Source: an optimization exercise on an open RTL-to-GDS flow (aim: small area). Production flows keep margins and buffers that such runs may drop.
No activity file was given, so power comes from the tool's default toggle rates.

Design slot_machine_v2, start of the top module:
module slot_machine_v2 (
    input MAX10_CLK1_50,
    input RST,    
    input KEY0,  
    input KEY1,  
    input SW0, SW1, SW2,  
    input SW9,            
    output LEDR0, LEDR1, LEDR2, LEDR3, LEDR4, LEDR5, LEDR6, LEDR7, LEDR8, LEDR9,
    output HEX00, HEX01, HEX02, HEX03, HEX04, HEX05, HEX06,
    output HEX30, HEX31, HEX32, HEX33, HEX34, HEX35, HEX36,
    output HEX40, HEX41, HEX42, HEX43, HEX44, HEX45, HEX46,
    output HEX50, HEX51, HEX52, HEX53, HEX54, HEX55, HEX56,
    output DMR0, DMR1, DMR2, DMR3, DMR4, DMR5, DMR6, DMR7,
    output DMC10, DMC11, DMC12, DMC13, DMC14, DMC15, DMC16, DMC17,
    output DMC00, DMC01, DMC02, DMC03, DMC04, DMC05, DMC06, DMC07
);
    wire btn_spin_clean;
    wire btn_reset_clean;
    wire [1:0] idx_L, idx_R;
    wire [7:0] pixels_L, pixels_R;
    wire [2:0] row_scan_idx;
    wire [15:0] rng_value;
    wire [9:0] led_wires;
    wire [3:0] bal_h, bal_t, bal_o;
    wire spin_rise, reset_rise;
    debounce db_spin  (.clk(MAX10_CLK1_50), .rst(RST), .btn_in(KEY0), .state(btn_spin_clean), .rise(spin_rise));
    debounce db_reset (.clk(MAX10_CLK1_50), .rst(RST), .btn_in(KEY1), .state(btn_reset_clean), .rise(reset_rise));
    lfsr rng_inst (.clk(MAX10_CLK1_50), .rst(RST), .random_out(rng_value));
    slot_machine_controller logic_inst (
        .clk(MAX10_CLK1_50),
        .rst(RST),
        .start_spin(spin_rise),
        .do_reset(reset_rise),
        .cheat_mode(SW9),
        .sw_bet({SW2, SW1, SW0}),
        .random_seed(rng_value[3:0]),
        .symbol_left(idx_L),
        .symbol_right(idx_R),
        .leds(led_wires),
        .bal_h(bal_h), .bal_t(bal_t), .bal_o(bal_o)
    );
    wire [6:0] hex0_out, hex3_out, hex4_out, hex5_out;
    seven_seg_decoder hex0_dec (.num({1'b0, SW2, SW1, SW0} + 4'd1), .seg(hex0_out));
    seven_seg_decoder hex3_dec (.num(bal_o), .seg(hex3_out));
    seven_seg_decoder hex4_dec (.num(bal_t), .seg(hex4_out));
  ...
Size in the first run: roughly 620 cells after synthesis, ~70 I/O pins, about 4300 sq um of cells after synthesis.
==> flow/config.mk <==
export PLATFORM = sky130hd
export DESIGN_NAME = slot_machine_v2
export DESIGN_NICKNAME = slot_machine_v2
export VERILOG_FILES = /design/flow/design.v
export SDC_FILE = /design/flow/constraint.sdc
export NUM_CORES = 4
export LEC_CHECK = 0
export ABC_AREA = 1
export CAP_MARGIN = 20
export CORE_MARGIN = 2
export CORE_UTILIZATION = 40
export SLEW_MARGIN = 20
==> flow/constraint.sdc <==
create_clock -name core_clock -period 15.0 [get_ports {MAX10_CLK1_50}]
set_input_delay 3.0000 -clock core_clock [delete_from_list [all_inputs] [get_ports {MAX10_CLK1_50}]]
set_output_delay 3.0000 -clock core_clock [all_outputs]
set_load 0.01 [all_outputs]
standard.sh (not shown) runs the stock make flow with config.mk's settings and CLKGATE_MAP_FILE= SYNTH_SCRIPT=/design/flow/synth_recipe.tcl, a recipe that flattens the netlist after the stock synthesis.
==> flow/flow/run.sh <==
#!/bin/bash
# Own layout flow: the standard synthesis, then a stronger area re-mapping of the
# combinational logic between the (unchanged) registers, then the standard
# ORFS layout with small port buffers.
set -euo pipefail
WORK=$(pwd)
R=$WORK/orfs/results/$FLOW_PLATFORM/slot_machine_v2/base
YOSYS=${FLOW_HOME}/../tools/install/yosys/bin/yosys
[ -x "$YOSYS" ] || YOSYS=yosys

bash standard.sh synth > "$WORK/log_synth.txt" 2>&1

cp "$R/1_2_yosys.v" "$WORK/std_synth.v"
LIB=$FLOW_HOME/platforms/$FLOW_PLATFORM/lib/sky130_fd_sc_hd__tt_025C_1v80.lib \
IN=$WORK/std_synth.v OUT=$WORK/reopt.v SCRIPT=$WORK/flow/area.abc \
  "$YOSYS" -c "$WORK/flow/reopt.tcl" > "$WORK/log_reopt.txt" 2>&1
cp "$WORK/reopt.v" "$R/1_2_yosys.v"
rm -f "$R/1_synth.odb"

EXTRA=("BUFFER_PORTS_ARGS=-buffer_cell sky130_fd_sc_hd__buf_1")
if [ -f "$WORK/flow/cts_args.txt" ]; then
  EXTRA+=("CTS_ARGS=$(cat "$WORK/flow/cts_args.txt")")
fi
bash standard.sh "${EXTRA[@]}" finish > "$WORK/log_layout.txt" 2>&1
==> flow/flow/cts_args.txt <==
-sink_clustering_enable -repair_clock_nets -dont_use_dummy_load
Other scripts of this flow, unchanged in this note and not shown: flow/flow/area.abc, flow/flow/reopt.tcl
Next try:
==> flow/flow/cts_args.txt (replaced) <==
-sink_clustering_enable -repair_clock_nets -dont_use_dummy_load -buf_list {sky130_fd_sc_hd__clkbuf_8 sky130_fd_sc_hd__clkbuf_16} -sink_clustering_size 40 -sink_clustering_max_diameter 300
What happened: Final cell count stays the same. Clock power barely changes. Design area stays the same. Via count is unchanged.
Function was not checked in any run of this note: the RTL went through the layout flow alone.

-- static timing again, ports no longer ideal --
In the flow no input, the clock included, has a driving cell. The finished layouts below were timed again as built, in two steps.
Step 1 assumes that a clkbuf_16 drives the clock port and a buf_2 every other input.
Step 2 adds t to the input delays and takes it off the output delays; t is the mean of the earliest and latest rising clock arrival at the registers after step 1. Input paths then give back, and output paths get back, about the clock's delay inside the block.
Slacks: no drivers / after step 1 / after step 2; pairs: no drivers / after step 1.
run | t (ns) | slack for setup (ns) | worst setup path after step 2 | clock arrival spread, ns | worst data-port slew with drivers (ns)
the first run | 0.371 | 6.584 / 6.593 / 6.222 | input to register | 0.018 / 0.018 | 0.05
the second run | 0.371 | 6.584 / 6.593 / 6.222 | input to register | 0.018 / 0.018 | 0.05
After both steps every run listed still meets setup and hold.
